Context: an optimization exercise on an open-source flow, tuned for small area and a short achievable clock period. The choices shown serve that exercise and are no tape-out recipe. In this exercise RTL edits were held to simulation tests only and were not proved equivalent to the original.

==> design.v <==
module alu_top(CLK, OP1, OP2, OPRN, OUT, ZERO);
	input CLK;
	input [31:0] OP1;
	input [31:0] OP2;
	input [5:0] OPRN;
	output [31:0] OUT;
	output ZERO;
	reg [31:0] op1_q, op2_q;
	reg [5:0] oprn_q;
	reg [31:0] out_q;
	reg zero_q;
	wire [31:0] alu_out;
	wire alu_zero;
	ALU alu_inst(alu_out, alu_zero, op1_q, op2_q, oprn_q);
	always @(posedge CLK) begin
		op1_q <= OP1;
		op2_q <= OP2;
		oprn_q <= OPRN;
		out_q <= alu_out;
		zero_q <= alu_zero;
	end
	assign OUT = out_q;
	assign ZERO = zero_q;
endmodule

`timescale 1ns/10ps
`timescale 1ns/10ps
module ALU(OUT, ZERO, OP1, OP2, OPRN);
	input [(32 -1):0] OP1;
	input [(32 -1):0] OP2;
	input [(6 -1):0] OPRN;
	output [(32 -1):0] OUT;
	output ZERO;
	wire [3:0] op = OPRN[3:0];
	wire is_mul = (op == 4'h3);
	wire is_shl = (op == 4'h4);
	wire is_shr = (op == 4'h5);
	wire is_and = (op == 4'h6);
	wire is_or  = (op == 4'h7);
	wire is_nor = (op == 4'h8);
	wire is_sh  = is_shl | is_shr;
	wire is_log = is_and | is_or | is_nor;
	wire is_sub = (op == 4'h2) | (op == 4'ha) | (op == 4'hb) | (op == 4'he) | (op == 4'hf);
	wire is_ari = ~(is_mul | is_sh | is_log);
	wire [31:0] arev;
	genvar gi;
	generate for (gi = 0; gi < 32; gi = gi + 1) begin : rev_a
		assign arev[gi] = OP1[31-gi];
	end endgenerate
	wire [31:0] x = is_shr ? arev : OP1;
	wire [32:0] yb = {OP2, 1'b0};
	wire sh_ok = ~|OP2[31:5];
	wire [15:0] one, two, neg;
	generate for (gi = 0; gi < 16; gi = gi + 1) begin : enc
		wire y0 = yb[2*gi], y1 = yb[2*gi+1], y2 = yb[2*gi+2];
		wire hit = sh_ok & (OP2[4:1] == gi);
		assign one[gi] = is_sh ? (hit & ~OP2[0]) : (y0 ^ y1);
		assign two[gi] = is_sh ? (hit & OP2[0]) : ((y2 & ~y1 & ~y0) | (~y2 & y1 & y0));
		assign neg[gi] = ~is_sh & y2;
	end endgenerate
	wire pp0_0 = ((x[0] & one[0]) | (1'b0 & two[0])) ^ neg[0];
	wire pp0_1 = ((x[1] & one[0]) | (x[0] & two[0])) ^ neg[0];
	wire pp0_2 = ((x[2] & one[0]) | (x[1] & two[0])) ^ neg[0];
	wire pp0_3 = ((x[3] & one[0]) | (x[2] & two[0])) ^ neg[0];
	wire pp0_4 = ((x[4] & one[0]) | (x[3] & two[0])) ^ neg[0];
	wire pp0_5 = ((x[5] & one[0]) | (x[4] & two[0])) ^ neg[0];
	wire pp0_6 = ((x[6] & one[0]) | (x[5] & two[0])) ^ neg[0];
	wire pp0_7 = ((x[7] & one[0]) | (x[6] & two[0])) ^ neg[0];
	wire pp0_8 = ((x[8] & one[0]) | (x[7] & two[0])) ^ neg[0];
	wire pp0_9 = ((x[9] & one[0]) | (x[8] & two[0])) ^ neg[0];
	wire pp0_10 = ((x[10] & one[0]) | (x[9] & two[0])) ^ neg[0];
	wire pp0_11 = ((x[11] & one[0]) | (x[10] & two[0])) ^ neg[0];
	wire pp0_12 = ((x[12] & one[0]) | (x[11] & two[0])) ^ neg[0];
	wire pp0_13 = ((x[13] & one[0]) | (x[12] & two[0])) ^ neg[0];
	wire pp0_14 = ((x[14] & one[0]) | (x[13] & two[0])) ^ neg[0];
	wire pp0_15 = ((x[15] & one[0]) | (x[14] & two[0])) ^ neg[0];
	wire pp0_16 = ((x[16] & one[0]) | (x[15] & two[0])) ^ neg[0];
	wire pp0_17 = ((x[17] & one[0]) | (x[16] & two[0])) ^ neg[0];
	wire pp0_18 = ((x[18] & one[0]) | (x[17] & two[0])) ^ neg[0];
	wire pp0_19 = ((x[19] & one[0]) | (x[18] & two[0])) ^ neg[0];
	wire pp0_20 = ((x[20] & one[0]) | (x[19] & two[0])) ^ neg[0];
	wire pp0_21 = ((x[21] & one[0]) | (x[20] & two[0])) ^ neg[0];
	wire pp0_22 = ((x[22] & one[0]) | (x[21] & two[0])) ^ neg[0];
	wire pp0_23 = ((x[23] & one[0]) | (x[22] & two[0])) ^ neg[0];
	wire pp0_24 = ((x[24] & one[0]) | (x[23] & two[0])) ^ neg[0];
	wire pp0_25 = ((x[25] & one[0]) | (x[24] & two[0])) ^ neg[0];
	wire pp0_26 = ((x[26] & one[0]) | (x[25] & two[0])) ^ neg[0];
	wire pp0_27 = ((x[27] & one[0]) | (x[26] & two[0])) ^ neg[0];
	wire pp0_28 = ((x[28] & one[0]) | (x[27] & two[0])) ^ neg[0];
	wire pp0_29 = ((x[29] & one[0]) | (x[28] & two[0])) ^ neg[0];
	wire pp0_30 = ((x[30] & one[0]) | (x[29] & two[0])) ^ neg[0];
	wire pp0_31 = ((x[31] & one[0]) | (x[30] & two[0])) ^ neg[0];
	wire pp1_0 = ((x[0] & one[1]) | (1'b0 & two[1])) ^ neg[1];
	wire pp1_1 = ((x[1] & one[1]) | (x[0] & two[1])) ^ neg[1];
	wire pp1_2 = ((x[2] & one[1]) | (x[1] & two[1])) ^ neg[1];
	wire pp1_3 = ((x[3] & one[1]) | (x[2] & two[1])) ^ neg[1];
	wire pp1_4 = ((x[4] & one[1]) | (x[3] & two[1])) ^ neg[1];
	wire pp1_5 = ((x[5] & one[1]) | (x[4] & two[1])) ^ neg[1];
	wire pp1_6 = ((x[6] & one[1]) | (x[5] & two[1])) ^ neg[1];
	wire pp1_7 = ((x[7] & one[1]) | (x[6] & two[1])) ^ neg[1];
	wire pp1_8 = ((x[8] & one[1]) | (x[7] & two[1])) ^ neg[1];
	wire pp1_9 = ((x[9] & one[1]) | (x[8] & two[1])) ^ neg[1];
	wire pp1_10 = ((x[10] & one[1]) | (x[9] & two[1])) ^ neg[1];
	wire pp1_11 = ((x[11] & one[1]) | (x[10] & two[1])) ^ neg[1];
	wire pp1_12 = ((x[12] & one[1]) | (x[11] & two[1])) ^ neg[1];
	wire pp1_13 = ((x[13] & one[1]) | (x[12] & two[1])) ^ neg[1];
	wire pp1_14 = ((x[14] & one[1]) | (x[13] & two[1])) ^ neg[1];
	wire pp1_15 = ((x[15] & one[1]) | (x[14] & two[1])) ^ neg[1];
	wire pp1_16 = ((x[16] & one[1]) | (x[15] & two[1])) ^ neg[1];
	wire pp1_17 = ((x[17] & one[1]) | (x[16] & two[1])) ^ neg[1];
	wire pp1_18 = ((x[18] & one[1]) | (x[17] & two[1])) ^ neg[1];
	wire pp1_19 = ((x[19] & one[1]) | (x[18] & two[1])) ^ neg[1];
	wire pp1_20 = ((x[20] & one[1]) | (x[19] & two[1])) ^ neg[1];
	wire pp1_21 = ((x[21] & one[1]) | (x[20] & two[1])) ^ neg[1];
	wire pp1_22 = ((x[22] & one[1]) | (x[21] & two[1])) ^ neg[1];
	wire pp1_23 = ((x[23] & one[1]) | (x[22] & two[1])) ^ neg[1];
	wire pp1_24 = ((x[24] & one[1]) | (x[23] & two[1])) ^ neg[1];
	wire pp1_25 = ((x[25] & one[1]) | (x[24] & two[1])) ^ neg[1];
	wire pp1_26 = ((x[26] & one[1]) | (x[25] & two[1])) ^ neg[1];
	wire pp1_27 = ((x[27] & one[1]) | (x[26] & two[1])) ^ neg[1];
	wire pp1_28 = ((x[28] & one[1]) | (x[27] & two[1])) ^ neg[1];
	wire pp1_29 = ((x[29] & one[1]) | (x[28] & two[1])) ^ neg[1];
	wire pp2_0 = ((x[0] & one[2]) | (1'b0 & two[2])) ^ neg[2];
	wire pp2_1 = ((x[1] & one[2]) | (x[0] & two[2])) ^ neg[2];
	wire pp2_2 = ((x[2] & one[2]) | (x[1] & two[2])) ^ neg[2];
	wire pp2_3 = ((x[3] & one[2]) | (x[2] & two[2])) ^ neg[2];
	wire pp2_4 = ((x[4] & one[2]) | (x[3] & two[2])) ^ neg[2];
	wire pp2_5 = ((x[5] & one[2]) | (x[4] & two[2])) ^ neg[2];
	wire pp2_6 = ((x[6] & one[2]) | (x[5] & two[2])) ^ neg[2];
	wire pp2_7 = ((x[7] & one[2]) | (x[6] & two[2])) ^ neg[2];
	wire pp2_8 = ((x[8] & one[2]) | (x[7] & two[2])) ^ neg[2];
	wire pp2_9 = ((x[9] & one[2]) | (x[8] & two[2])) ^ neg[2];
	wire pp2_10 = ((x[10] & one[2]) | (x[9] & two[2])) ^ neg[2];
	wire pp2_11 = ((x[11] & one[2]) | (x[10] & two[2])) ^ neg[2];
	wire pp2_12 = ((x[12] & one[2]) | (x[11] & two[2])) ^ neg[2];
	wire pp2_13 = ((x[13] & one[2]) | (x[12] & two[2])) ^ neg[2];
	wire pp2_14 = ((x[14] & one[2]) | (x[13] & two[2])) ^ neg[2];
	wire pp2_15 = ((x[15] & one[2]) | (x[14] & two[2])) ^ neg[2];
	wire pp2_16 = ((x[16] & one[2]) | (x[15] & two[2])) ^ neg[2];
	wire pp2_17 = ((x[17] & one[2]) | (x[16] & two[2])) ^ neg[2];
	wire pp2_18 = ((x[18] & one[2]) | (x[17] & two[2])) ^ neg[2];
	wire pp2_19 = ((x[19] & one[2]) | (x[18] & two[2])) ^ neg[2];
	wire pp2_20 = ((x[20] & one[2]) | (x[19] & two[2])) ^ neg[2];
	wire pp2_21 = ((x[21] & one[2]) | (x[20] & two[2])) ^ neg[2];
	wire pp2_22 = ((x[22] & one[2]) | (x[21] & two[2])) ^ neg[2];
	wire pp2_23 = ((x[23] & one[2]) | (x[22] & two[2])) ^ neg[2];
	wire pp2_24 = ((x[24] & one[2]) | (x[23] & two[2])) ^ neg[2];
	wire pp2_25 = ((x[25] & one[2]) | (x[24] & two[2])) ^ neg[2];
	wire pp2_26 = ((x[26] & one[2]) | (x[25] & two[2])) ^ neg[2];
	wire pp2_27 = ((x[27] & one[2]) | (x[26] & two[2])) ^ neg[2];
	wire pp3_0 = ((x[0] & one[3]) | (1'b0 & two[3])) ^ neg[3];
	wire pp3_1 = ((x[1] & one[3]) | (x[0] & two[3])) ^ neg[3];
	wire pp3_2 = ((x[2] & one[3]) | (x[1] & two[3])) ^ neg[3];
	wire pp3_3 = ((x[3] & one[3]) | (x[2] & two[3])) ^ neg[3];
	wire pp3_4 = ((x[4] & one[3]) | (x[3] & two[3])) ^ neg[3];
	wire pp3_5 = ((x[5] & one[3]) | (x[4] & two[3])) ^ neg[3];
	wire pp3_6 = ((x[6] & one[3]) | (x[5] & two[3])) ^ neg[3];
	wire pp3_7 = ((x[7] & one[3]) | (x[6] & two[3])) ^ neg[3];
	wire pp3_8 = ((x[8] & one[3]) | (x[7] & two[3])) ^ neg[3];
	wire pp3_9 = ((x[9] & one[3]) | (x[8] & two[3])) ^ neg[3];
	wire pp3_10 = ((x[10] & one[3]) | (x[9] & two[3])) ^ neg[3];
	wire pp3_11 = ((x[11] & one[3]) | (x[10] & two[3])) ^ neg[3];
	wire pp3_12 = ((x[12] & one[3]) | (x[11] & two[3])) ^ neg[3];
	wire pp3_13 = ((x[13] & one[3]) | (x[12] & two[3])) ^ neg[3];
	wire pp3_14 = ((x[14] & one[3]) | (x[13] & two[3])) ^ neg[3];
	wire pp3_15 = ((x[15] & one[3]) | (x[14] & two[3])) ^ neg[3];
	wire pp3_16 = ((x[16] & one[3]) | (x[15] & two[3])) ^ neg[3];
	wire pp3_17 = ((x[17] & one[3]) | (x[16] & two[3])) ^ neg[3];
	wire pp3_18 = ((x[18] & one[3]) | (x[17] & two[3])) ^ neg[3];
	wire pp3_19 = ((x[19] & one[3]) | (x[18] & two[3])) ^ neg[3];
	wire pp3_20 = ((x[20] & one[3]) | (x[19] & two[3])) ^ neg[3];
	wire pp3_21 = ((x[21] & one[3]) | (x[20] & two[3])) ^ neg[3];
	wire pp3_22 = ((x[22] & one[3]) | (x[21] & two[3])) ^ neg[3];
	wire pp3_23 = ((x[23] & one[3]) | (x[22] & two[3])) ^ neg[3];
	wire pp3_24 = ((x[24] & one[3]) | (x[23] & two[3])) ^ neg[3];
	wire pp3_25 = ((x[25] & one[3]) | (x[24] & two[3])) ^ neg[3];
	wire pp4_0 = ((x[0] & one[4]) | (1'b0 & two[4])) ^ neg[4];
	wire pp4_1 = ((x[1] & one[4]) | (x[0] & two[4])) ^ neg[4];
	wire pp4_2 = ((x[2] & one[4]) | (x[1] & two[4])) ^ neg[4];
	wire pp4_3 = ((x[3] & one[4]) | (x[2] & two[4])) ^ neg[4];
	wire pp4_4 = ((x[4] & one[4]) | (x[3] & two[4])) ^ neg[4];
	wire pp4_5 = ((x[5] & one[4]) | (x[4] & two[4])) ^ neg[4];
	wire pp4_6 = ((x[6] & one[4]) | (x[5] & two[4])) ^ neg[4];
	wire pp4_7 = ((x[7] & one[4]) | (x[6] & two[4])) ^ neg[4];
	wire pp4_8 = ((x[8] & one[4]) | (x[7] & two[4])) ^ neg[4];
	wire pp4_9 = ((x[9] & one[4]) | (x[8] & two[4])) ^ neg[4];
	wire pp4_10 = ((x[10] & one[4]) | (x[9] & two[4])) ^ neg[4];
	wire pp4_11 = ((x[11] & one[4]) | (x[10] & two[4])) ^ neg[4];
	wire pp4_12 = ((x[12] & one[4]) | (x[11] & two[4])) ^ neg[4];
	wire pp4_13 = ((x[13] & one[4]) | (x[12] & two[4])) ^ neg[4];
	wire pp4_14 = ((x[14] & one[4]) | (x[13] & two[4])) ^ neg[4];
	wire pp4_15 = ((x[15] & one[4]) | (x[14] & two[4])) ^ neg[4];
	wire pp4_16 = ((x[16] & one[4]) | (x[15] & two[4])) ^ neg[4];
	wire pp4_17 = ((x[17] & one[4]) | (x[16] & two[4])) ^ neg[4];
	wire pp4_18 = ((x[18] & one[4]) | (x[17] & two[4])) ^ neg[4];
	wire pp4_19 = ((x[19] & one[4]) | (x[18] & two[4])) ^ neg[4];
	wire pp4_20 = ((x[20] & one[4]) | (x[19] & two[4])) ^ neg[4];
	wire pp4_21 = ((x[21] & one[4]) | (x[20] & two[4])) ^ neg[4];
	wire pp4_22 = ((x[22] & one[4]) | (x[21] & two[4])) ^ neg[4];
	wire pp4_23 = ((x[23] & one[4]) | (x[22] & two[4])) ^ neg[4];
	wire pp5_0 = ((x[0] & one[5]) | (1'b0 & two[5])) ^ neg[5];
	wire pp5_1 = ((x[1] & one[5]) | (x[0] & two[5])) ^ neg[5];
	wire pp5_2 = ((x[2] & one[5]) | (x[1] & two[5])) ^ neg[5];
	wire pp5_3 = ((x[3] & one[5]) | (x[2] & two[5])) ^ neg[5];
	wire pp5_4 = ((x[4] & one[5]) | (x[3] & two[5])) ^ neg[5];
	wire pp5_5 = ((x[5] & one[5]) | (x[4] & two[5])) ^ neg[5];
	wire pp5_6 = ((x[6] & one[5]) | (x[5] & two[5])) ^ neg[5];
	wire pp5_7 = ((x[7] & one[5]) | (x[6] & two[5])) ^ neg[5];
	wire pp5_8 = ((x[8] & one[5]) | (x[7] & two[5])) ^ neg[5];
	wire pp5_9 = ((x[9] & one[5]) | (x[8] & two[5])) ^ neg[5];
	wire pp5_10 = ((x[10] & one[5]) | (x[9] & two[5])) ^ neg[5];
	wire pp5_11 = ((x[11] & one[5]) | (x[10] & two[5])) ^ neg[5];
	wire pp5_12 = ((x[12] & one[5]) | (x[11] & two[5])) ^ neg[5];
	wire pp5_13 = ((x[13] & one[5]) | (x[12] & two[5])) ^ neg[5];
	wire pp5_14 = ((x[14] & one[5]) | (x[13] & two[5])) ^ neg[5];
	wire pp5_15 = ((x[15] & one[5]) | (x[14] & two[5])) ^ neg[5];
	wire pp5_16 = ((x[16] & one[5]) | (x[15] & two[5])) ^ neg[5];
	wire pp5_17 = ((x[17] & one[5]) | (x[16] & two[5])) ^ neg[5];
	wire pp5_18 = ((x[18] & one[5]) | (x[17] & two[5])) ^ neg[5];
	wire pp5_19 = ((x[19] & one[5]) | (x[18] & two[5])) ^ neg[5];
	wire pp5_20 = ((x[20] & one[5]) | (x[19] & two[5])) ^ neg[5];
	wire pp5_21 = ((x[21] & one[5]) | (x[20] & two[5])) ^ neg[5];
	wire pp6_0 = ((x[0] & one[6]) | (1'b0 & two[6])) ^ neg[6];
	wire pp6_1 = ((x[1] & one[6]) | (x[0] & two[6])) ^ neg[6];
	wire pp6_2 = ((x[2] & one[6]) | (x[1] & two[6])) ^ neg[6];
	wire pp6_3 = ((x[3] & one[6]) | (x[2] & two[6])) ^ neg[6];
	wire pp6_4 = ((x[4] & one[6]) | (x[3] & two[6])) ^ neg[6];
	wire pp6_5 = ((x[5] & one[6]) | (x[4] & two[6])) ^ neg[6];
	wire pp6_6 = ((x[6] & one[6]) | (x[5] & two[6])) ^ neg[6];
	wire pp6_7 = ((x[7] & one[6]) | (x[6] & two[6])) ^ neg[6];
	wire pp6_8 = ((x[8] & one[6]) | (x[7] & two[6])) ^ neg[6];
	wire pp6_9 = ((x[9] & one[6]) | (x[8] & two[6])) ^ neg[6];
	wire pp6_10 = ((x[10] & one[6]) | (x[9] & two[6])) ^ neg[6];
	wire pp6_11 = ((x[11] & one[6]) | (x[10] & two[6])) ^ neg[6];
	wire pp6_12 = ((x[12] & one[6]) | (x[11] & two[6])) ^ neg[6];
	wire pp6_13 = ((x[13] & one[6]) | (x[12] & two[6])) ^ neg[6];
	wire pp6_14 = ((x[14] & one[6]) | (x[13] & two[6])) ^ neg[6];
	wire pp6_15 = ((x[15] & one[6]) | (x[14] & two[6])) ^ neg[6];
	wire pp6_16 = ((x[16] & one[6]) | (x[15] & two[6])) ^ neg[6];
	wire pp6_17 = ((x[17] & one[6]) | (x[16] & two[6])) ^ neg[6];
	wire pp6_18 = ((x[18] & one[6]) | (x[17] & two[6])) ^ neg[6];
	wire pp6_19 = ((x[19] & one[6]) | (x[18] & two[6])) ^ neg[6];
	wire pp7_0 = ((x[0] & one[7]) | (1'b0 & two[7])) ^ neg[7];
	wire pp7_1 = ((x[1] & one[7]) | (x[0] & two[7])) ^ neg[7];
	wire pp7_2 = ((x[2] & one[7]) | (x[1] & two[7])) ^ neg[7];
	wire pp7_3 = ((x[3] & one[7]) | (x[2] & two[7])) ^ neg[7];
	wire pp7_4 = ((x[4] & one[7]) | (x[3] & two[7])) ^ neg[7];
	wire pp7_5 = ((x[5] & one[7]) | (x[4] & two[7])) ^ neg[7];
	wire pp7_6 = ((x[6] & one[7]) | (x[5] & two[7])) ^ neg[7];
	wire pp7_7 = ((x[7] & one[7]) | (x[6] & two[7])) ^ neg[7];
	wire pp7_8 = ((x[8] & one[7]) | (x[7] & two[7])) ^ neg[7];
	wire pp7_9 = ((x[9] & one[7]) | (x[8] & two[7])) ^ neg[7];
	wire pp7_10 = ((x[10] & one[7]) | (x[9] & two[7])) ^ neg[7];
	wire pp7_11 = ((x[11] & one[7]) | (x[10] & two[7])) ^ neg[7];
	wire pp7_12 = ((x[12] & one[7]) | (x[11] & two[7])) ^ neg[7];
	wire pp7_13 = ((x[13] & one[7]) | (x[12] & two[7])) ^ neg[7];
	wire pp7_14 = ((x[14] & one[7]) | (x[13] & two[7])) ^ neg[7];
	wire pp7_15 = ((x[15] & one[7]) | (x[14] & two[7])) ^ neg[7];
	wire pp7_16 = ((x[16] & one[7]) | (x[15] & two[7])) ^ neg[7];
	wire pp7_17 = ((x[17] & one[7]) | (x[16] & two[7])) ^ neg[7];
	wire pp8_0 = ((x[0] & one[8]) | (1'b0 & two[8])) ^ neg[8];
	wire pp8_1 = ((x[1] & one[8]) | (x[0] & two[8])) ^ neg[8];
	wire pp8_2 = ((x[2] & one[8]) | (x[1] & two[8])) ^ neg[8];
	wire pp8_3 = ((x[3] & one[8]) | (x[2] & two[8])) ^ neg[8];
	wire pp8_4 = ((x[4] & one[8]) | (x[3] & two[8])) ^ neg[8];
	wire pp8_5 = ((x[5] & one[8]) | (x[4] & two[8])) ^ neg[8];
	wire pp8_6 = ((x[6] & one[8]) | (x[5] & two[8])) ^ neg[8];
	wire pp8_7 = ((x[7] & one[8]) | (x[6] & two[8])) ^ neg[8];
	wire pp8_8 = ((x[8] & one[8]) | (x[7] & two[8])) ^ neg[8];
	wire pp8_9 = ((x[9] & one[8]) | (x[8] & two[8])) ^ neg[8];
	wire pp8_10 = ((x[10] & one[8]) | (x[9] & two[8])) ^ neg[8];
	wire pp8_11 = ((x[11] & one[8]) | (x[10] & two[8])) ^ neg[8];
	wire pp8_12 = ((x[12] & one[8]) | (x[11] & two[8])) ^ neg[8];
	wire pp8_13 = ((x[13] & one[8]) | (x[12] & two[8])) ^ neg[8];
	wire pp8_14 = ((x[14] & one[8]) | (x[13] & two[8])) ^ neg[8];
	wire pp8_15 = ((x[15] & one[8]) | (x[14] & two[8])) ^ neg[8];
	wire pp9_0 = ((x[0] & one[9]) | (1'b0 & two[9])) ^ neg[9];
	wire pp9_1 = ((x[1] & one[9]) | (x[0] & two[9])) ^ neg[9];
	wire pp9_2 = ((x[2] & one[9]) | (x[1] & two[9])) ^ neg[9];
	wire pp9_3 = ((x[3] & one[9]) | (x[2] & two[9])) ^ neg[9];
	wire pp9_4 = ((x[4] & one[9]) | (x[3] & two[9])) ^ neg[9];
	wire pp9_5 = ((x[5] & one[9]) | (x[4] & two[9])) ^ neg[9];
	wire pp9_6 = ((x[6] & one[9]) | (x[5] & two[9])) ^ neg[9];
	wire pp9_7 = ((x[7] & one[9]) | (x[6] & two[9])) ^ neg[9];
	wire pp9_8 = ((x[8] & one[9]) | (x[7] & two[9])) ^ neg[9];
	wire pp9_9 = ((x[9] & one[9]) | (x[8] & two[9])) ^ neg[9];
	wire pp9_10 = ((x[10] & one[9]) | (x[9] & two[9])) ^ neg[9];
	wire pp9_11 = ((x[11] & one[9]) | (x[10] & two[9])) ^ neg[9];
	wire pp9_12 = ((x[12] & one[9]) | (x[11] & two[9])) ^ neg[9];
	wire pp9_13 = ((x[13] & one[9]) | (x[12] & two[9])) ^ neg[9];
	wire pp10_0 = ((x[0] & one[10]) | (1'b0 & two[10])) ^ neg[10];
	wire pp10_1 = ((x[1] & one[10]) | (x[0] & two[10])) ^ neg[10];
	wire pp10_2 = ((x[2] & one[10]) | (x[1] & two[10])) ^ neg[10];
	wire pp10_3 = ((x[3] & one[10]) | (x[2] & two[10])) ^ neg[10];
	wire pp10_4 = ((x[4] & one[10]) | (x[3] & two[10])) ^ neg[10];
	wire pp10_5 = ((x[5] & one[10]) | (x[4] & two[10])) ^ neg[10];
	wire pp10_6 = ((x[6] & one[10]) | (x[5] & two[10])) ^ neg[10];
	wire pp10_7 = ((x[7] & one[10]) | (x[6] & two[10])) ^ neg[10];
	wire pp10_8 = ((x[8] & one[10]) | (x[7] & two[10])) ^ neg[10];
	wire pp10_9 = ((x[9] & one[10]) | (x[8] & two[10])) ^ neg[10];
	wire pp10_10 = ((x[10] & one[10]) | (x[9] & two[10])) ^ neg[10];
	wire pp10_11 = ((x[11] & one[10]) | (x[10] & two[10])) ^ neg[10];
	wire pp11_0 = ((x[0] & one[11]) | (1'b0 & two[11])) ^ neg[11];
	wire pp11_1 = ((x[1] & one[11]) | (x[0] & two[11])) ^ neg[11];
	wire pp11_2 = ((x[2] & one[11]) | (x[1] & two[11])) ^ neg[11];
	wire pp11_3 = ((x[3] & one[11]) | (x[2] & two[11])) ^ neg[11];
	wire pp11_4 = ((x[4] & one[11]) | (x[3] & two[11])) ^ neg[11];
	wire pp11_5 = ((x[5] & one[11]) | (x[4] & two[11])) ^ neg[11];
	wire pp11_6 = ((x[6] & one[11]) | (x[5] & two[11])) ^ neg[11];
	wire pp11_7 = ((x[7] & one[11]) | (x[6] & two[11])) ^ neg[11];
	wire pp11_8 = ((x[8] & one[11]) | (x[7] & two[11])) ^ neg[11];
	wire pp11_9 = ((x[9] & one[11]) | (x[8] & two[11])) ^ neg[11];
	wire pp12_0 = ((x[0] & one[12]) | (1'b0 & two[12])) ^ neg[12];
	wire pp12_1 = ((x[1] & one[12]) | (x[0] & two[12])) ^ neg[12];
	wire pp12_2 = ((x[2] & one[12]) | (x[1] & two[12])) ^ neg[12];
	wire pp12_3 = ((x[3] & one[12]) | (x[2] & two[12])) ^ neg[12];
	wire pp12_4 = ((x[4] & one[12]) | (x[3] & two[12])) ^ neg[12];
	wire pp12_5 = ((x[5] & one[12]) | (x[4] & two[12])) ^ neg[12];
	wire pp12_6 = ((x[6] & one[12]) | (x[5] & two[12])) ^ neg[12];
	wire pp12_7 = ((x[7] & one[12]) | (x[6] & two[12])) ^ neg[12];
	wire pp13_0 = ((x[0] & one[13]) | (1'b0 & two[13])) ^ neg[13];
	wire pp13_1 = ((x[1] & one[13]) | (x[0] & two[13])) ^ neg[13];
	wire pp13_2 = ((x[2] & one[13]) | (x[1] & two[13])) ^ neg[13];
	wire pp13_3 = ((x[3] & one[13]) | (x[2] & two[13])) ^ neg[13];
	wire pp13_4 = ((x[4] & one[13]) | (x[3] & two[13])) ^ neg[13];
	wire pp13_5 = ((x[5] & one[13]) | (x[4] & two[13])) ^ neg[13];
	wire pp14_0 = ((x[0] & one[14]) | (1'b0 & two[14])) ^ neg[14];
	wire pp14_1 = ((x[1] & one[14]) | (x[0] & two[14])) ^ neg[14];
	wire pp14_2 = ((x[2] & one[14]) | (x[1] & two[14])) ^ neg[14];
	wire pp14_3 = ((x[3] & one[14]) | (x[2] & two[14])) ^ neg[14];
	wire pp15_0 = ((x[0] & one[15]) | (1'b0 & two[15])) ^ neg[15];
	wire pp15_1 = ((x[1] & one[15]) | (x[0] & two[15])) ^ neg[15];
	wire s0, c0;
	fa u_fa0(s0, c0, neg[1], pp0_2, pp1_0);
	wire hs0, hc0;
	ha u_ha0(hs0, hc0, pp0_3, pp1_1);
	wire s1, c1;
	fa u_fa1(s1, c1, neg[2], pp0_4, pp1_2);
	wire s2, c2;
	fa u_fa2(s2, c2, pp2_0, hc0, s1);
	wire s3, c3;
	fa u_fa3(s3, c3, pp0_5, pp1_3, pp2_1);
	wire hs1, hc1;
	ha u_ha1(hs1, hc1, c1, s3);
	wire s4, c4;
	fa u_fa4(s4, c4, neg[3], pp0_6, pp1_4);
	wire s5, c5;
	fa u_fa5(s5, c5, pp2_2, pp3_0, c3);
	wire s6, c6;
	fa u_fa6(s6, c6, s4, hc1, s5);
	wire s7, c7;
	fa u_fa7(s7, c7, pp0_7, pp1_5, pp2_3);
	wire s8, c8;
	fa u_fa8(s8, c8, pp3_1, c4, s7);
	wire hs2, hc2;
	ha u_ha2(hs2, hc2, c5, s8);
	wire s9, c9;
	fa u_fa9(s9, c9, neg[4], pp0_8, pp1_6);
	wire s10, c10;
	fa u_fa10(s10, c10, pp2_4, pp3_2, pp4_0);
	wire s11, c11;
	fa u_fa11(s11, c11, c7, s9, s10);
	wire hs3, hc3;
	ha u_ha3(hs3, hc3, c8, s11);
	wire s12, c12;
	fa u_fa12(s12, c12, pp0_9, pp1_7, pp2_5);
	wire s13, c13;
	fa u_fa13(s13, c13, pp3_3, pp4_1, c9);
	wire s14, c14;
	fa u_fa14(s14, c14, c10, s12, s13);
	wire s15, c15;
	fa u_fa15(s15, c15, c11, hc3, s14);
	wire s16, c16;
	fa u_fa16(s16, c16, neg[5], pp0_10, pp1_8);
	wire s17, c17;
	fa u_fa17(s17, c17, pp2_6, pp3_4, pp4_2);
	wire s18, c18;
	fa u_fa18(s18, c18, pp5_0, c12, s16);
	wire s19, c19;
	fa u_fa19(s19, c19, s17, c13, s18);
	wire hs4, hc4;
	ha u_ha4(hs4, hc4, c14, s19);
	wire s20, c20;
	fa u_fa20(s20, c20, pp0_11, pp1_9, pp2_7);
	wire s21, c21;
	fa u_fa21(s21, c21, pp3_5, pp4_3, pp5_1);
	wire s22, c22;
	fa u_fa22(s22, c22, c16, c17, s20);
	wire s23, c23;
	fa u_fa23(s23, c23, s21, c18, s22);
	wire hs5, hc5;
	ha u_ha5(hs5, hc5, c19, s23);
	wire s24, c24;
	fa u_fa24(s24, c24, neg[6], pp0_12, pp1_10);
	wire s25, c25;
	fa u_fa25(s25, c25, pp2_8, pp3_6, pp4_4);
	wire s26, c26;
	fa u_fa26(s26, c26, pp5_2, pp6_0, c20);
	wire s27, c27;
	fa u_fa27(s27, c27, c21, s24, s25);
	wire s28, c28;
	fa u_fa28(s28, c28, s26, c22, s27);
	wire hs6, hc6;
	ha u_ha6(hs6, hc6, c23, s28);
	wire s29, c29;
	fa u_fa29(s29, c29, pp0_13, pp1_11, pp2_9);
	wire s30, c30;
	fa u_fa30(s30, c30, pp3_7, pp4_5, pp5_3);
	wire s31, c31;
	fa u_fa31(s31, c31, pp6_1, c24, c25);
	wire s32, c32;
	fa u_fa32(s32, c32, s29, s30, c26);
	wire s33, c33;
	fa u_fa33(s33, c33, s31, c27, s32);
	wire s34, c34;
	fa u_fa34(s34, c34, c28, hc6, s33);
	wire s35, c35;
	fa u_fa35(s35, c35, neg[7], pp0_14, pp1_12);
	wire s36, c36;
	fa u_fa36(s36, c36, pp2_10, pp3_8, pp4_6);
	wire s37, c37;
	fa u_fa37(s37, c37, pp5_4, pp6_2, pp7_0);
	wire s38, c38;
	fa u_fa38(s38, c38, c29, c30, s35);
	wire s39, c39;
	fa u_fa39(s39, c39, s36, s37, c31);
	wire s40, c40;
	fa u_fa40(s40, c40, s38, c32, s39);
	wire hs7, hc7;
	ha u_ha7(hs7, hc7, c33, s40);
	wire s41, c41;
	fa u_fa41(s41, c41, pp0_15, pp1_13, pp2_11);
	wire s42, c42;
	fa u_fa42(s42, c42, pp3_9, pp4_7, pp5_5);
	wire s43, c43;
	fa u_fa43(s43, c43, pp6_3, pp7_1, c35);
	wire s44, c44;
	fa u_fa44(s44, c44, c36, c37, s41);
	wire s45, c45;
	fa u_fa45(s45, c45, s42, s43, c38);
	wire s46, c46;
	fa u_fa46(s46, c46, s44, c39, s45);
	wire s47, c47;
	fa u_fa47(s47, c47, c40, s46, hc7);
	wire s48, c48;
	fa u_fa48(s48, c48, neg[8], pp0_16, pp1_14);
	wire s49, c49;
	fa u_fa49(s49, c49, pp2_12, pp3_10, pp4_8);
	wire s50, c50;
	fa u_fa50(s50, c50, pp5_6, pp6_4, pp7_2);
	wire s51, c51;
	fa u_fa51(s51, c51, pp8_0, c41, c42);
	wire s52, c52;
	fa u_fa52(s52, c52, s48, s49, s50);
	wire s53, c53;
	fa u_fa53(s53, c53, c43, s51, c44);
	wire s54, c54;
	fa u_fa54(s54, c54, s52, c45, s53);
	wire hs8, hc8;
	ha u_ha8(hs8, hc8, c46, s54);
	wire s55, c55;
	fa u_fa55(s55, c55, pp0_17, pp1_15, pp2_13);
	wire s56, c56;
	fa u_fa56(s56, c56, pp3_11, pp4_9, pp5_7);
	wire s57, c57;
	fa u_fa57(s57, c57, pp6_5, pp7_3, pp8_1);
	wire s58, c58;
	fa u_fa58(s58, c58, c48, c49, c50);
	wire s59, c59;
	fa u_fa59(s59, c59, s55, s56, s57);
	wire s60, c60;
	fa u_fa60(s60, c60, c51, s58, c52);
	wire s61, c61;
	fa u_fa61(s61, c61, s59, c53, s60);
	wire hs9, hc9;
	ha u_ha9(hs9, hc9, c54, s61);
	wire s62, c62;
	fa u_fa62(s62, c62, neg[9], pp0_18, pp1_16);
	wire s63, c63;
	fa u_fa63(s63, c63, pp2_14, pp3_12, pp4_10);
	wire s64, c64;
	fa u_fa64(s64, c64, pp5_8, pp6_6, pp7_4);
	wire s65, c65;
	fa u_fa65(s65, c65, pp8_2, pp9_0, c55);
	wire s66, c66;
	fa u_fa66(s66, c66, c56, c57, s62);
	wire s67, c67;
	fa u_fa67(s67, c67, s63, s64, c58);
	wire s68, c68;
	fa u_fa68(s68, c68, s65, c59, s66);
	wire s69, c69;
	fa u_fa69(s69, c69, c60, s67, s68);
	wire s70, c70;
	fa u_fa70(s70, c70, c61, s69, hc9);
	wire s71, c71;
	fa u_fa71(s71, c71, pp0_19, pp1_17, pp2_15);
	wire s72, c72;
	fa u_fa72(s72, c72, pp3_13, pp4_11, pp5_9);
	wire s73, c73;
	fa u_fa73(s73, c73, pp6_7, pp7_5, pp8_3);
	wire s74, c74;
	fa u_fa74(s74, c74, pp9_1, c62, c63);
	wire s75, c75;
	fa u_fa75(s75, c75, c64, s71, s72);
	wire s76, c76;
	fa u_fa76(s76, c76, s73, c65, s74);
	wire s77, c77;
	fa u_fa77(s77, c77, c66, s75, c67);
	wire s78, c78;
	fa u_fa78(s78, c78, c68, s76, s77);
	wire hs10, hc10;
	ha u_ha10(hs10, hc10, c69, s78);
	wire s79, c79;
	fa u_fa79(s79, c79, neg[10], pp0_20, pp1_18);
	wire s80, c80;
	fa u_fa80(s80, c80, pp2_16, pp3_14, pp4_12);
	wire s81, c81;
	fa u_fa81(s81, c81, pp5_10, pp6_8, pp7_6);
	wire s82, c82;
	fa u_fa82(s82, c82, pp8_4, pp9_2, pp10_0);
	wire s83, c83;
	fa u_fa83(s83, c83, c71, c72, c73);
	wire s84, c84;
	fa u_fa84(s84, c84, s79, s80, s81);
	wire s85, c85;
	fa u_fa85(s85, c85, s82, c74, s83);
	wire s86, c86;
	fa u_fa86(s86, c86, c75, s84, c76);
	wire s87, c87;
	fa u_fa87(s87, c87, s85, c77, s86);
	wire s88, c88;
	fa u_fa88(s88, c88, c78, s87, hc10);
	wire s89, c89;
	fa u_fa89(s89, c89, pp0_21, pp1_19, pp2_17);
	wire s90, c90;
	fa u_fa90(s90, c90, pp3_15, pp4_13, pp5_11);
	wire s91, c91;
	fa u_fa91(s91, c91, pp6_9, pp7_7, pp8_5);
	wire s92, c92;
	fa u_fa92(s92, c92, pp9_3, pp10_1, c79);
	wire s93, c93;
	fa u_fa93(s93, c93, c80, c81, c82);
	wire s94, c94;
	fa u_fa94(s94, c94, s89, s90, s91);
	wire s95, c95;
	fa u_fa95(s95, c95, c83, s92, s93);
	wire s96, c96;
	fa u_fa96(s96, c96, c84, s94, c85);
	wire s97, c97;
	fa u_fa97(s97, c97, s95, c86, s96);
	wire hs11, hc11;
	ha u_ha11(hs11, hc11, c87, s97);
	wire s98, c98;
	fa u_fa98(s98, c98, neg[11], pp0_22, pp1_20);
	wire s99, c99;
	fa u_fa99(s99, c99, pp2_18, pp3_16, pp4_14);
	wire s100, c100;
	fa u_fa100(s100, c100, pp5_12, pp6_10, pp7_8);
	wire s101, c101;
	fa u_fa101(s101, c101, pp8_6, pp9_4, pp10_2);
	wire s102, c102;
	fa u_fa102(s102, c102, pp11_0, c89, c90);
	wire s103, c103;
	fa u_fa103(s103, c103, c91, s98, s99);
	wire s104, c104;
	fa u_fa104(s104, c104, s100, s101, c92);
	wire s105, c105;
	fa u_fa105(s105, c105, c93, s102, c94);
	wire s106, c106;
	fa u_fa106(s106, c106, s103, c95, s104);
	wire s107, c107;
	fa u_fa107(s107, c107, s105, c96, s106);
	wire hs12, hc12;
	ha u_ha12(hs12, hc12, c97, s107);
	wire s108, c108;
	fa u_fa108(s108, c108, pp0_23, pp1_21, pp2_19);
	wire s109, c109;
	fa u_fa109(s109, c109, pp3_17, pp4_15, pp5_13);
	wire s110, c110;
	fa u_fa110(s110, c110, pp6_11, pp7_9, pp8_7);
	wire s111, c111;
	fa u_fa111(s111, c111, pp9_5, pp10_3, pp11_1);
	wire s112, c112;
	fa u_fa112(s112, c112, c98, c99, c100);
	wire s113, c113;
	fa u_fa113(s113, c113, c101, s108, s109);
	wire s114, c114;
	fa u_fa114(s114, c114, s110, s111, c102);
	wire s115, c115;
	fa u_fa115(s115, c115, s112, c103, s113);
	wire s116, c116;
	fa u_fa116(s116, c116, c104, c105, s114);
	wire s117, c117;
	fa u_fa117(s117, c117, s115, c106, s116);
	wire hs13, hc13;
	ha u_ha13(hs13, hc13, c107, s117);
	wire s118, c118;
	fa u_fa118(s118, c118, neg[12], pp0_24, pp1_22);
	wire s119, c119;
	fa u_fa119(s119, c119, pp2_20, pp3_18, pp4_16);
	wire s120, c120;
	fa u_fa120(s120, c120, pp5_14, pp6_12, pp7_10);
	wire s121, c121;
	fa u_fa121(s121, c121, pp8_8, pp9_6, pp10_4);
	wire s122, c122;
	fa u_fa122(s122, c122, pp11_2, pp12_0, c108);
	wire s123, c123;
	fa u_fa123(s123, c123, c109, c110, c111);
	wire s124, c124;
	fa u_fa124(s124, c124, s118, s119, s120);
	wire s125, c125;
	fa u_fa125(s125, c125, s121, c112, s122);
	wire s126, c126;
	fa u_fa126(s126, c126, s123, c113, s124);
	wire s127, c127;
	fa u_fa127(s127, c127, c114, c115, s125);
	wire s128, c128;
	fa u_fa128(s128, c128, s126, c116, s127);
	wire s129, c129;
	fa u_fa129(s129, c129, c117, s128, hc13);
	wire s130, c130;
	fa u_fa130(s130, c130, pp0_25, pp1_23, pp2_21);
	wire s131, c131;
	fa u_fa131(s131, c131, pp3_19, pp4_17, pp5_15);
	wire s132, c132;
	fa u_fa132(s132, c132, pp6_13, pp7_11, pp8_9);
	wire s133, c133;
	fa u_fa133(s133, c133, pp9_7, pp10_5, pp11_3);
	wire s134, c134;
	fa u_fa134(s134, c134, pp12_1, c118, c119);
	wire s135, c135;
	fa u_fa135(s135, c135, c120, c121, s130);
	wire s136, c136;
	fa u_fa136(s136, c136, s131, s132, s133);
	wire s137, c137;
	fa u_fa137(s137, c137, c122, c123, s134);
	wire s138, c138;
	fa u_fa138(s138, c138, c124, s135, s136);
	wire s139, c139;
	fa u_fa139(s139, c139, c125, c126, s137);
	wire s140, c140;
	fa u_fa140(s140, c140, s138, c127, s139);
	wire hs14, hc14;
	ha u_ha14(hs14, hc14, c128, s140);
	wire s141, c141;
	fa u_fa141(s141, c141, neg[13], pp0_26, pp1_24);
	wire s142, c142;
	fa u_fa142(s142, c142, pp2_22, pp3_20, pp4_18);
	wire s143, c143;
	fa u_fa143(s143, c143, pp5_16, pp6_14, pp7_12);
	wire s144, c144;
	fa u_fa144(s144, c144, pp8_10, pp9_8, pp10_6);
	wire s145, c145;
	fa u_fa145(s145, c145, pp11_4, pp12_2, pp13_0);
	wire s146, c146;
	fa u_fa146(s146, c146, c130, c131, c132);
	wire s147, c147;
	fa u_fa147(s147, c147, c133, s141, s142);
	wire s148, c148;
	fa u_fa148(s148, c148, s143, s144, s145);
	wire s149, c149;
	fa u_fa149(s149, c149, c134, s146, c135);
	wire s150, c150;
	fa u_fa150(s150, c150, c136, s147, s148);
	wire s151, c151;
	fa u_fa151(s151, c151, c137, c138, s149);
	wire s152, c152;
	fa u_fa152(s152, c152, s150, c139, s151);
	wire s153, c153;
	fa u_fa153(s153, c153, c140, s152, hc14);
	wire s154, c154;
	fa u_fa154(s154, c154, pp0_27, pp1_25, pp2_23);
	wire s155, c155;
	fa u_fa155(s155, c155, pp3_21, pp4_19, pp5_17);
	wire s156, c156;
	fa u_fa156(s156, c156, pp6_15, pp7_13, pp8_11);
	wire s157, c157;
	fa u_fa157(s157, c157, pp9_9, pp10_7, pp11_5);
	wire s158, c158;
	fa u_fa158(s158, c158, pp12_3, pp13_1, c141);
	wire s159, c159;
	fa u_fa159(s159, c159, c142, c143, c144);
	wire s160, c160;
	fa u_fa160(s160, c160, c145, s154, s155);
	wire s161, c161;
	fa u_fa161(s161, c161, s156, s157, c146);
	wire s162, c162;
	fa u_fa162(s162, c162, s158, s159, c147);
	wire s163, c163;
	fa u_fa163(s163, c163, c148, s160, c149);
	wire s164, c164;
	fa u_fa164(s164, c164, s161, c150, s162);
	wire s165, c165;
	fa u_fa165(s165, c165, c151, s163, s164);
	wire hs15, hc15;
	ha u_ha15(hs15, hc15, c152, s165);
	wire s166, c166;
	fa u_fa166(s166, c166, neg[14], pp0_28, pp1_26);
	wire s167, c167;
	fa u_fa167(s167, c167, pp2_24, pp3_22, pp4_20);
	wire s168, c168;
	fa u_fa168(s168, c168, pp5_18, pp6_16, pp7_14);
	wire s169, c169;
	fa u_fa169(s169, c169, pp8_12, pp9_10, pp10_8);
	wire s170, c170;
	fa u_fa170(s170, c170, pp11_6, pp12_4, pp13_2);
	wire s171, c171;
	fa u_fa171(s171, c171, pp14_0, c154, c155);
	wire s172, c172;
	fa u_fa172(s172, c172, c156, c157, s166);
	wire s173, c173;
	fa u_fa173(s173, c173, s167, s168, s169);
	wire s174, c174;
	fa u_fa174(s174, c174, s170, c158, c159);
	wire s175, c175;
	fa u_fa175(s175, c175, s171, c160, s172);
	wire s176, c176;
	fa u_fa176(s176, c176, s173, c161, c162);
	wire s177, c177;
	fa u_fa177(s177, c177, s174, s175, c163);
	wire s178, c178;
	fa u_fa178(s178, c178, c164, s176, s177);
	wire s179, c179;
	fa u_fa179(s179, c179, c165, hc15, s178);
	wire s180, c180;
	fa u_fa180(s180, c180, pp0_29, pp1_27, pp2_25);
	wire s181, c181;
	fa u_fa181(s181, c181, pp3_23, pp4_21, pp5_19);
	wire s182, c182;
	fa u_fa182(s182, c182, pp6_17, pp7_15, pp8_13);
	wire s183, c183;
	fa u_fa183(s183, c183, pp9_11, pp10_9, pp11_7);
	wire s184, c184;
	fa u_fa184(s184, c184, pp12_5, pp13_3, pp14_1);
	wire s185, c185;
	fa u_fa185(s185, c185, c166, c167, c168);
	wire s186, c186;
	fa u_fa186(s186, c186, c169, c170, s180);
	wire s187, c187;
	fa u_fa187(s187, c187, s181, s182, s183);
	wire s188, c188;
	fa u_fa188(s188, c188, s184, c171, s185);
	wire s189, c189;
	fa u_fa189(s189, c189, c172, c173, s186);
	wire s190, c190;
	fa u_fa190(s190, c190, s187, c174, c175);
	wire s191, c191;
	fa u_fa191(s191, c191, s188, s189, c176);
	wire s192, c192;
	fa u_fa192(s192, c192, s190, c177, s191);
	wire hs16, hc16;
	ha u_ha16(hs16, hc16, c178, s192);
	wire s193, c193;
	fa u_fa193(s193, c193, neg[15], pp0_30, pp1_28);
	wire s194, c194;
	fa u_fa194(s194, c194, pp2_26, pp3_24, pp4_22);
	wire s195, c195;
	fa u_fa195(s195, c195, pp5_20, pp6_18, pp7_16);
	wire s196, c196;
	fa u_fa196(s196, c196, pp8_14, pp9_12, pp10_10);
	wire s197, c197;
	fa u_fa197(s197, c197, pp11_8, pp12_6, pp13_4);
	wire s198, c198;
	fa u_fa198(s198, c198, pp14_2, pp15_0, c180);
	wire s199, c199;
	fa u_fa199(s199, c199, c181, c182, c183);
	wire s200, c200;
	fa u_fa200(s200, c200, c184, s193, s194);
	wire s201, c201;
	fa u_fa201(s201, c201, s195, s196, s197);
	wire s202, c202;
	fa u_fa202(s202, c202, c185, s198, s199);
	wire s203, c203;
	fa u_fa203(s203, c203, c186, c187, s200);
	wire s204, c204;
	fa u_fa204(s204, c204, s201, c188, c189);
	wire s205, c205;
	fa u_fa205(s205, c205, s202, s203, c190);
	wire s206, c206;
	fa u_fa206(s206, c206, s204, c191, s205);
	wire s207, c207;
	fa u_fa207(s207, c207, c192, s206, hc16);
	wire s208, c208;
	fa u_fa208(s208, c208, pp0_31, pp1_29, pp2_27);
	wire s209, c209;
	fa u_fa209(s209, c209, pp3_25, pp4_23, pp5_21);
	wire s210, c210;
	fa u_fa210(s210, c210, pp6_19, pp7_17, pp8_15);
	wire s211, c211;
	fa u_fa211(s211, c211, pp9_13, pp10_11, pp11_9);
	wire s212, c212;
	fa u_fa212(s212, c212, pp12_7, pp13_5, pp14_3);
	wire s213, c213;
	fa u_fa213(s213, c213, pp15_1, c193, c194);
	wire s214, c214;
	fa u_fa214(s214, c214, c195, c196, c197);
	wire s215, c215;
	fa u_fa215(s215, c215, s208, s209, s210);
	wire s216, c216;
	fa u_fa216(s216, c216, s211, s212, c198);
	wire s217, c217;
	fa u_fa217(s217, c217, c199, s213, s214);
	wire s218, c218;
	fa u_fa218(s218, c218, c200, c201, s215);
	wire s219, c219;
	fa u_fa219(s219, c219, c202, s216, c203);
	wire s220, c220;
	fa u_fa220(s220, c220, s217, s218, c204);
	wire s221, c221;
	fa u_fa221(s221, c221, s219, c205, s220);
	wire hs17, hc17;
	ha u_ha17(hs17, hc17, c206, s221);
	wire [31:0] ms = {c207, s207, c179, s179, c153, s153, c129, s129, hc12, hc11, c88, s88, c70, s70, hc8, c47, s47, c34, s34, hc5, hc4, c15, s15, hc2, c6, s6, c2, s2, c0, s0, pp0_1, pp0_0};
	wire [31:0] mc = {hs17, 1'b0, hs16, 1'b0, hs15, 1'b0, hs14, 1'b0, hs13, hs12, hs11, 1'b0, hs10, 1'b0, hs9, hs8, 1'b0, hs7, 1'b0, hs6, hs5, hs4, 1'b0, hs3, hs2, 1'b0, hs1, 1'b0, hs0, 1'b0, 1'b0, neg[0]};
	wire [31:0] fx = is_ari ? OP1 : ms;
	wire [31:0] fy = is_ari ? (OP2 ^ {32{is_sub}}) : mc;
	wire fci = is_ari & is_sub;
	wire [31:0] sum = fx + fy + fci;
	wire [31:0] srev;
	generate for (gi = 0; gi < 32; gi = gi + 1) begin : rev_s
		assign srev[gi] = sum[31-gi];
	end endgenerate
	wire [31:0] lg = ({32{is_and}} & (OP1 & OP2)) | ({32{is_or}} & (OP1 | OP2)) | ({32{is_nor}} & ~(OP1 | OP2));
	assign OUT = ({32{~is_shr & ~is_log}} & sum) | ({32{is_shr}} & srev) | lg;
	wire [31:0] zq = {fx[30:0] | fy[30:0], 1'b0} | {32{fci}};
	wire zs = &(~(fx ^ fy ^ zq));
	assign ZERO = is_log ? ~|lg : zs;
endmodule
module ha(s, co, a, b);
	input a, b;
	output s, co;
	assign s = a ^ b;
	assign co = a & b;
endmodule
module fa(s, co, a, b, c);
	input a, b, c;
	output s, co;
	assign s = a ^ b ^ c;
	assign co = (a & b) | (a & c) | (b & c);
endmodule
==> run.sh <==
#!/bin/bash
# synth_recipe.tcl (not shown) runs the flow's synth.tcl, then flattens the netlist and writes it again
# the make line also repeats each setting of config.mk as NAME=value (left out here)
make -C /OpenROAD-flow-scripts/flow DESIGN_CONFIG=/design/flow/config.mk WORK_HOME=/design/flow/orfs CLKGATE_MAP_FILE= SYNTH_SCRIPT=/design/flow/synth_recipe.tcl finish
==> config.mk <==
export PLATFORM = sky130hd
export DESIGN_NAME = alu_top
export DESIGN_NICKNAME = alu_top
export VERILOG_FILES = /design/flow/design.v
export SDC_FILE = /design/flow/constraint.sdc
export NUM_CORES = 4
export LEC_CHECK = 0
export CAP_MARGIN = 20
export CORE_MARGIN = 2
export CORE_UTILIZATION = 40
export SLEW_MARGIN = 20
==> constraint.sdc <==
create_clock -name core_clock -period 29.5 [get_ports {CLK}]
set_input_delay 5.9000 -clock core_clock [delete_from_list [all_inputs] [get_ports {CLK}]]
set_output_delay 5.9000 -clock core_clock [all_outputs]
set_load 0.01 [all_outputs]
==> results.txt <==
==> final cells by class <==
type | instances | area (um^2) | share of cell area [%]
well taps | 600 | 751 | 3.70
multi-input cells | 1629 | 14700 | 72.5
flip-flops and latches | 101 | 2020 | 9.96
repair buffers | 162 | 1470 | 7.25
clock inverters | 6 | 51.3 | 0.253
clock buffers | 10 | 239 | 1.18
inverters | 281 | 1050 | 5.20
==> kinds of logic after synthesis <==
family	count (synthesis)	synth area share [%]
compound gates	530	18.6
xor+xnor	366	17.9
fa+ha+maj	341	31.5
buf+inv	448	9.25
flops	101	11.1
mux	39	2.14
simple gates	353	9.57
==> worst min-delay path by stage <==
stage,start,to,slack (ns),cells past startpoint
finish,op1_q[17]$_DFF_P_,out_q[17]$_DFF_P_,0.82,3
global route,op1_q[5]$_DFF_P_,out_q[5]$_DFF_P_,0.84,3
CTS,op1_q[17]$_DFF_P_,out_q[17]$_DFF_P_,0.80,3
detailed placement,op1_q[17]$_DFF_P_,out_q[17]$_DFF_P_,0.77,3
global placement,op1_q[31]$_DFF_P_,out_q[31]$_DFF_P_,0.78,3
floorplan,op1_q[25]$_DFF_P_,out_q[25]$_DFF_P_,0.62,3
==> registers in the layout (all words and copies together) (netlist names) <==
register and cells:
zero_q 1, oprn_q 4, op2_q 32, op1_q 32, out_q 32
==> through the flow <==
step                util (%)  cells  area, um^2
floorplan                  -   2178       18300
global placement        44.3   2772       20000
detailed placement      44.3   2773       20000
CTS                     44.9   2789       20300
global route            44.9   2789       20300
finish                  44.9   2789       20300
==> routing by layer <==
layer,up-vias,routed length (um)
met2,1053,32800
met5,-,0
li1,7373,-
met4,0,2930
met1,8407,27700
met3,208,6760
==> worst max-delay path: cells and delay by family, from the launching register on <==
kind	cells	cell delay (ns)
flip-flops	1	0.44
XOR/XNOR	2	0.39
buffers and inverters	4	1.33
adder cells (fa/ha/maj)	7	2.80
AND/OR/NAND/NOR	4	0.79
AO/OA/AOI/OAI	11	3.50
==> cell usage in the layout (no fill, tap or decap), drive strengths merged, types with 8 or more instances in the layout <==
master and count:
ha 101, nand4 9, xor2 112, a22oi 25, nor4 12, maj3 32
o211ai 15, nand2 158, nor3 35, dfxtp 101, xnor2 249, mux2i 38
a21o 9, clkdlybuf4s50 101, a31oi 12, o21ai 51, a32oi 15, inv 283
nor2 50, a21oi 84, o221ai 8, buf 61, nand3 13, o22ai 265
fa 208, clkbuf 10, nand2b 31
==> qor_table.md <==
| Metric | This run | Unit |
| --- | --- | --- |
| End point of the critical path | out_q[0]$_DFF_P_ | - |
| Total CTS buffers | 9 | - |
| DP Worst Slack | 20.23 | ns |
| Synth async-reset ratio | 0 | % |
| Boundary Pins | 104 | - |
| Synthesis-to-finish area growth | 11.1 | % |
| Number of synthesized register bits | 101 | - |
| Leading register cell type out of synthesis | sky130_fd_sc_hd__dfxtp_1 | - |
| Setup-violating endpoint count in the final report | 0 | - |
| Total global-route track usage | 29.7 | % |
| Type of the worst setup path | flop to flop | - |
| Number of max-cap violations | 0 | - |
| Total overflow reported by the global router | 0 | - |
| Number of inserted diodes | 0 | - |
| Die outline area | 47,400 | um^2 |
| Post-synth EDFFs | 0 | - |
| Clock skew | 0.0143 | ns |
| Routability-driven placement congestion ratio | 0.946 | - |
| Largest net degree at the start of global routing | 67 | - |
| Setup repair bufs after CTS | 0 | - |
| Yosys Warn Count | 1 | - |
| Status | timing/DRC/antenna clean | - |
| Share of post-route cells with drive strength above 1 | 6.12 | % |
| Total half-perimeter wirelength after legalization and detailed placement | 51,900 | um |
| Kind of end point of the critical path | flop | - |
| Crit Path Max Fanout | 54 | - |
| CP peak stage delay | 0.90 | ns |
| Final min period | 9.41 | ns |
| CTS Hold Bufs | 0 | - |
| Instance count of the mapped netlist | 2,178 | - |
| Input/output buffers | 101 | - |
| Global routing met2 resource utilization | 48.8 | % |
| Synthesized net count | 2,558 | - |
| Die outline height | 218 | um |
| Number of gates given a new drive strength after cts | 0 | - |
| Global routing usage on met1 | 39.2 | % |
| Cell accounting for the most synthesized area | sky130_fd_sc_hd__fa_1 | - |
| Site row count | 78 | - |
| Drc violations | 0 | - |
| WL final | 70,200 | um |
| Mean instance size in the synthesized netlist | 8.39 | um^2 |
| Register clock-pin slew on the reported worst setup and hold paths | 0.08 | ns |
| Iteration count of the initial detailed-routing pass | 5 | - |
| Unrepaired setup endpoints after global routing | no | - |
| Critical Path Source | oprn_q[2]$_DFF_P_ | - |
| Met3 global-route usage | 4.64 | % |
| TNS Setup | 0 | ns |
| Tightest Pin Transition | 1.19 | ns |
| Worst path slowest cell | sky130_fd_sc_hd__a2bb2oi_2 | - |
| Highest achievable clock rate | 106 | MHz |
| Number of global-route vias before repair | 17,146 | - |
| Drt via density | 6.11 | - |
| Most common cell in the synthesized netlist | sky130_fd_sc_hd__inv_1 | - |
| Kind of launch point of the worst setup path | flop | - |
| DR WL/cell | 25.2 | um |
| Initial Util | 40.4 | % |
| Count of pins over their slew limit | 0 | - |
| Layer with the highest usage after global routing | met2 | - |
| # nets final | 2,564 | - |
| Hold Vio Cnt, Final | 0 | - |
| Crit path setup slack, layout | 20.09 | ns |
| Global-route wire length before repair | 106,000 | um |
| Post-DRT Antenna Nets | 0 | - |
| CTS sink count | 101 | - |
| Buffer levels on the longest clock path | 2 | - |
| Type of the worst min-delay path | flop to flop | - |
| Most frequent cell on the critical path | sky130_fd_sc_hd__fa_1 | - |
| Startpoint of the worst register-to-register path | oprn_q[2]$_DFF_P_ | - |
| Number of different library cells in the post-synthesis netlist | 76 | - |
| TritonCTS clock tree | built | - |
| Worst setup slack for register-to-register paths | 20.09 | ns |
| Area fraction of the dominant cell type after synthesis | 22.8 | % |
| Clock insertion delay at the later pin of the skew report | 0.39 | ns |
| Post-route clock period utilization | 31.9 | % |
| List of most frequent post-synthesis cells | 275 x sky130_fd_sc_hd__inv_1, 263 x sky130_fd_sc_hd__o22ai_1, 249 x sky130_fd_sc_hd__xnor2_1 | - |
| Most area-consuming cells after synthesis | sky130_fd_sc_hd__fa_1 23%, sky130_fd_sc_hd__xnor2_1 12%, sky130_fd_sc_hd__dfxtp_1 11%, sky130_fd_sc_hd__o22ai_1 9.0%, sky130_fd_sc_hd__ha_1 6.9% | - |
| Arrival time at the worst endpoint | 9.68 | ns |
| Violation count after the first detailed-route iteration | 2,138 | - |
| Die Wd | 218 | um |
| Vias | 17,041 | - |
| Core Area | 45,200 | um^2 |
| Antenna violations before repair | 0 | - |
| Cell Area, Synth | 18,300 | um^2 |
| Clk Tree Root Cell | sky130_fd_sc_hd__clkbuf_16 | - |
| Critical Path RT | 29.76 | ns |
| Logic depth of the worst register-to-register path | 28 | - |
| Rel. slew slack | 19.8 | % |
| Fill cell count | 4,542 | - |
| Worst hold-check slack | 0.818 | ns |
| # H-tree levels | 3 | - |
| Reg2Reg Capture Point | out_q[0]$_DFF_P_ | - |
| Register area share after synthesis | 11.1 | % |

afterwards: timing with drivers on the ports:
In the flow no input, the clock included, has a driving cell. The finished layout below was timed again as built, in two steps.
Step 1 (the two cells are an assumption about what drives the block):
set clk [get_ports {CLK}]
set_driving_cell -lib_cell sky130_fd_sc_hd__clkbuf_16 $clk
set_driving_cell -lib_cell sky130_fd_sc_hd__buf_2 [delete_from_list [all_inputs] $clk]
Step 2, shift: input delay + t, output delay - t, t = (earliest + latest rising clock arrival at the registers) / 2. This alone moves slack from input paths to output paths.
a / b / c = no drivers / after step 1 / after step 2; a / b = the first two.
t (ns): 0.435
setup slack, ns: 20.085 / 20.085 / 20.085
latest minus earliest clock arrival (ns): 0.015 / 0.015
worst data-port slew with drivers (ns): 0.08
After both steps this run still meets setup and hold. For this run, drivers alone change the setup slack by 0.000 ns; drivers and shift together by 0.000 ns.
